This is an optimization exercise on Yosys and OpenROAD, whose aim is small area, not a production implementation.
The RTL was checked by simulation tests, not by an equivalence proof against the original design.
No driver is modelled on the clock port, so clock power and skew are understated where the tree is cut down; a real chip needs a root buffer or a tree.
Power figures rest on the tool's default switching activity, not on a simulated workload.

// fpcvt_top
module fpcvt_top (
    input wire clk,
    input wire [12:0] D,
    output reg S,
    output reg [2:0] E,
    output reg [4:0] F
);
    wire s_c;
    wire [2:0] e_c;
    wire [4:0] f_c;
    reg s_q;
    reg [2:0] e_q;
    reg [4:0] f_q;
    FPCVT conv (.D(D), .S(s_c), .E(e_c), .F(f_c));
    always @(posedge clk) begin
        s_q <= s_c;
        e_q <= e_c;
        f_q <= f_c;
        S <= s_q;
        E <= e_q;
        F <= f_q;
    end
endmodule
==> module FPCVT, before the edit <==
module FPCVT(D, S, E, F);
    input wire [12:0] D;
    output wire S;
    output wire [2:0] E;
    output wire [4:0] F;
    assign S = D[12];
    wire [11:0] y = D[11:0] ^ {12{D[12]}};
    genvar g;
    wire s4 = ~|y[11:8];
    wire [11:3] z4 = {y[11:8] | ({4{s4}} & y[7:4]), s4 ? {y[3:0], S} : y[7:3]};
    wire s2 = s4 ? ~|y[7:6] : ~|y[11:10];
    wire [11:5] z2 = {z4[11:10] | ({2{s2}} & z4[9:8]), s2 ? z4[7:3] : z4[9:5]};
    wire s1 = ~z2[11];
    wire [11:6] n = {z2[11] | (s1 & z2[10]), s1 ? z2[9:5] : z2[10:6]};
    wire e2 = ~s4, e1 = ~s2, e0 = ~s1;
    wire ez = s4 & s2 & s1;
    wire [3:0] f = n[10:7];
    wire r = n[6];
    wire [5:0] st;
    assign st[0] = y[0];
    generate for (g = 1; g < 6; g = g + 1) begin : stk
        assign st[g] = st[g-1] & y[g];
    end endgenerate
    wire [7:0] sv = {st, 2'b11};
    wire [7:0] ss4 = e2 ? (sv >> 4) : sv;
    wire [7:0] ss2 = e1 ? (ss4 >> 2) : ss4;
    wire [7:0] ss1 = e0 ? (ss2 >> 1) : ss2;
    wire sk = ss1[0];
    wire f4 = ~ez | y[4];
    wire c = r | (S & sk);
    wire top = e2 & e1 & e0 & (&f);
    wire cc = c & ~top;
    wire c1 = cc & f[0];
    wire c2 = c1 & f[1];
    wire c3 = c2 & f[2];
    wire c4 = c3 & f[3];
    wire [3:0] fi = f ^ {c3, c2, c1, cc};
    wire ovf = c4 & f4;
    wire [2:0] ev = {e2, e1, e0};
    assign E = ev + ovf;
    assign F[4] = f4 | c4;
    assign F[3:0] = fi;
endmodule
==> flow/config.mk <==
export PLATFORM = sky130hd
export DESIGN_NAME = fpcvt_top
export DESIGN_NICKNAME = fpcvt_top
export VERILOG_FILES = /design/flow/design.v
export SDC_FILE = /design/flow/constraint.sdc
export NUM_CORES = 4
export LEC_CHECK = 0
export CAP_MARGIN = 0
export CORE_AREA = 2.5 2.5 69.5 69.5
export CTS_BUF_LIST = sky130_fd_sc_hd__clkbuf_4
export DIE_AREA = 0 0 72 72
export GPL_TIMING_DRIVEN = 0
export PLACE_DENSITY = 0.8
export SLEW_MARGIN = 0
==> flow/constraint.sdc <==
create_clock -name core_clock -period 10.0 [get_ports {clk}]
set_input_delay 2.0000 -clock core_clock [delete_from_list [all_inputs] [get_ports {clk}]]
set_output_delay 2.0000 -clock core_clock [all_outputs]
set_load 0.01 [all_outputs]
standard.sh (not shown) runs the stock make flow with config.mk's settings and CLKGATE_MAP_FILE= SYNTH_SCRIPT=/design/flow/synth_recipe.tcl, a recipe that flattens the netlist after the stock synthesis.
==> flow/flow/run.sh <==
#!/bin/bash
# Own layout flow: the standard flow (standard.sh), with these changes.
#  1. Synthesis is ORFS's synthesis script unchanged except for the ABC script that maps the
#     combinational logic (flow/abc*.abc, area-oriented) and no adder cell mapping, so ABC sees
#     all the logic. Scripts named *_du.abc also keep the weakest four-input cells out of the
#     mapping. Each ABC script is tried; a result is kept only if its registers (names and
#     cell types) are those of the standard synthesis and it is proved equivalent to the
#     standard netlist (flow/eqcheck.tcl). The three smallest kept results, and the two smallest
#     of those without the weak cells, are placed (standard
#     flow up to repair_design after placement), and the one with the least cell area there,
#     which counts the buffers and resizing its nets need, is laid out. If none is kept, the
#     standard netlist is laid out.
#  2. Ports are buffered with sky130_fd_sc_hd__buf_1.
#  3. After CTS, the clock tree is replaced by a single buffer (flow/onebuf.tcl).
# Each tool's output goes to a log file in this folder.
set -uo pipefail
W=$PWD
F=$W/flow
R=$W/orfs/results/$FLOW_PLATFORM/fpcvt_top/base
REP=$W/orfs/reports/$FLOW_PLATFORM/fpcvt_top/base
LIB=$(ls $FLOW_HOME/platforms/$FLOW_PLATFORM/lib/sky130_fd_sc_hd__tt_025C_1v80.lib)
LAYOUT_ARGS=("BUFFER_PORTS_ARGS=-buffer_cell sky130_fd_sc_hd__buf_1" "POST_CTS_TCL=$F/onebuf.tcl")

# standard synthesis, the reference for registers and function
bash standard.sh synth > $W/synth_standard.log 2>&1 || exit 1
cp $R/1_2_yosys.v $W/std_1_2_yosys.v

regs() { grep -oE '^\s*sky130_fd_sc_hd__[a-z0-9]+_[0-9]+\s+\S+' "$1" | grep -E '__(df|ed|sd|se)' | sed -E 's/_[0-9]+\s+/ /; s/^\s+//' | sort; }
regs $W/std_1_2_yosys.v > $W/regs_std.txt

sed 's|^\(\s*\)log_cmd abc {\*}\$abc_args$|\1log_cmd abc -script $::area_abc_script {*}[lrange $abc_args 2 end]|' \
  $FLOW_HOME/scripts/synth.tcl > $W/synth_area.tcl
# the same, with the weakest four-input cells kept out of the mapping (scripts named *_du.abc)
sed 's|^\(\s*\)log_cmd abc {\*}\$abc_args$|\1log_cmd abc -script $::area_abc_script {*}[lrange $abc_args 2 end] -dont_use sky130_fd_sc_hd__nor4_1 -dont_use sky130_fd_sc_hd__nor4b_1 -dont_use sky130_fd_sc_hd__nand4_1 -dont_use sky130_fd_sc_hd__nand4b_1|' \
  $FLOW_HOME/scripts/synth.tcl > $W/synth_area_du.tcl
: > $W/synth_areas.txt
if grep -q 'area_abc_script' $W/synth_area.tcl && [[ -s $W/regs_std.txt ]]; then
  for a in $F/abc*.abc; do
    k=$(basename $a .abc)
    sa=$W/synth_area.tcl
    [[ $k == *_du ]] && sa=$W/synth_area_du.tcl
    sed "s|@AREA_ABC@|$a|; s|@SYNTH_AREA@|$sa|" $F/mysynth.tcl > $W/mysynth_$k.tcl
    sed "s|SYNTH_SCRIPT=[^ ]*|SYNTH_SCRIPT=$W/mysynth_$k.tcl|" standard.sh > $W/area_$k.sh
    rm -f $R/1_2_yosys.v $REP/synth_stat.txt
    bash $W/area_$k.sh ADDER_MAP_FILE= $R/1_2_yosys.v > $W/synth_$k.log 2>&1 || continue
    [[ -f $R/1_2_yosys.v && -f $REP/synth_stat.txt ]] || continue
    cp $R/1_2_yosys.v $W/${k}_1_2_yosys.v
    regs $W/${k}_1_2_yosys.v > $W/regs_$k.txt
    cmp -s $W/regs_std.txt $W/regs_$k.txt || continue
    EQ_LIB=$LIB EQ_A=$W/std_1_2_yosys.v EQ_B=$W/${k}_1_2_yosys.v EQ_TOP=$FLOW_TOP \
      timeout 600 yosys -c $F/eqcheck.tcl > $W/eqcheck_$k.log 2>&1 || continue
    area=$(grep -E "Chip area for (top )?module" $REP/synth_stat.txt | tail -1 | awk '{print $NF}')
    echo "$k $area" >> $W/synth_areas.txt
  done
fi
# the standard synthesis's files back in place, for the candidates' placements to start from
cp $W/std_1_2_yosys.v $R/1_2_yosys.v
touch -r $R/1_synth.odb $R/1_2_yosys.v

# place the three smallest candidates and the two smallest without the weak cells candidates
: > $W/placed_areas.txt
for k in $( (grep -v '_du ' $W/synth_areas.txt | sort -k2,2g -k1,1 | head -3; grep '_du ' $W/synth_areas.txt | sort -k2,2g -k1,1 | head -2) | awk '{print $1}'); do
  (
    C=$W/cand_$k
    CR=$C/results/$FLOW_PLATFORM/fpcvt_top/base
    mkdir -p $CR
    cp -p $R/* $CR/
    rm -f $CR/1_synth.odb $CR/1_synth.sdc
    cp $W/${k}_1_2_yosys.v $CR/1_2_yosys.v
    touch $CR/1_2_yosys.v
    sed "s|WORK_HOME=[^ ]*|WORK_HOME=$C|" standard.sh > $W/place_$k.sh
    bash $W/place_$k.sh "${LAYOUT_ARGS[@]}" $CR/3_4_place_resized.odb > $W/place_$k.log 2>&1 || exit 0
    a=$(AREA_ODB=$CR/3_4_place_resized.odb openroad -no_init -exit $F/area.tcl 2>&1 | awk '/^AREA/{print $2}')
    [[ -n "$a" ]] && echo "$k $a" >> $W/placed_areas.txt
  ) &
done
wait

best=$(sort -k2,2g -k1,1 $W/placed_areas.txt | head -1 | awk '{print $1}')
rm -f $R/1_synth.odb $R/1_synth.sdc
if [[ -n "$best" ]]; then
  echo "using $best" > $W/synth_choice.txt
  cp $W/${best}_1_2_yosys.v $R/1_2_yosys.v
else
  echo "using the standard netlist" > $W/synth_choice.txt
  cp $W/std_1_2_yosys.v $R/1_2_yosys.v
fi
touch $R/1_2_yosys.v
rm -rf $W/cand_*/results/*/*/*/*.odb

bash standard.sh "${LAYOUT_ARGS[@]}" finish > $W/layout.log 2>&1
Other scripts of this flow, unchanged in this note and not shown: flow/flow/abc1.abc, flow/flow/abc2.abc, flow/flow/abc3.abc, flow/flow/abc4.abc, flow/flow/abc5.abc, flow/flow/abc6.abc, flow/flow/abc7_du.abc, flow/flow/abc8_du.abc, flow/flow/abc9_du.abc, flow/flow/area.tcl, flow/flow/eqcheck.tcl, flow/flow/mysynth.tcl, flow/flow/onebuf.tcl
Next try:
--- a/flow/design.v
+++ b/flow/design.v
@@ -30,16 +30,15 @@
     wire f4 = ~ez | y[4];
     wire c = r | (S & sk);
-    wire top = e2 & e1 & e0 & (&f);
-    wire cc = c & ~top;
-    wire c1 = cc & f[0];
+    wire c1 = c & f[0];
     wire c2 = c1 & f[1];
     wire c3 = c2 & f[2];
     wire c4 = c3 & f[3];
-    wire [3:0] fi = f ^ {c3, c2, c1, cc};
+    wire [3:0] fi = f ^ {c3, c2, c1, c};
     wire ovf = c4 & f4;
+    wire sat = ovf & e2 & e1 & e0;
     wire [2:0] ev = {e2, e1, e0};
-    assign E = ev + ovf;
+    assign E = sat ? 3'd7 : ev + ovf;
     assign F[4] = f4 | c4;
-    assign F[3:0] = fi;
+    assign F[3:0] = sat ? 4'hf : fi;
 endmodule
 `timescale 1ns / 1ps
Effect:
- power came out lower by about 4%
- cell area hardly moves
- routed wire length came out lower by 5.7%
- area after synthesis came out higher by about 0.32%
- critical path depth came out higher by 1
- final cell count came out higher by about 3%

-- separate check: timing with driven ports --
The results above use ideal ports. As a check the final layouts listed here were re-extracted and re-timed, cells and wires unchanged.
Step 1 (the two cells are an assumption about what drives the block):
set clk [get_ports {clk}]
set_driving_cell -lib_cell sky130_fd_sc_hd__clkbuf_16 $clk
set_driving_cell -lib_cell sky130_fd_sc_hd__buf_2 [delete_from_list [all_inputs] $clk]
Step 2 also shifts input and output timing later by t, the mid clock arrival at the registers, as if the neighbouring blocks saw the same clock.
Slacks: no drivers / after step 1 / after step 2; pairs: no drivers / after step 1.
| run | t (ns) | setup WS [ns] | worst hold slack (ns) | slew at the worst register clock pin (ns) |
|---|---|---|---|---|
| the first run | 0.152 | 3.859 / 3.858 / 3.705 | 0.336 / 0.336 / 0.336 | 0.10 / 0.10 |
| the second run | 0.146 | 3.908 / 3.905 / 3.759 | 0.335 / 0.335 / 0.335 | 0.10 / 0.10 |
After both steps every run listed still meets setup and hold. The setup slack of the first run, which loses most, moves by -0.001 ns with the drivers and by -0.154 ns with both steps.
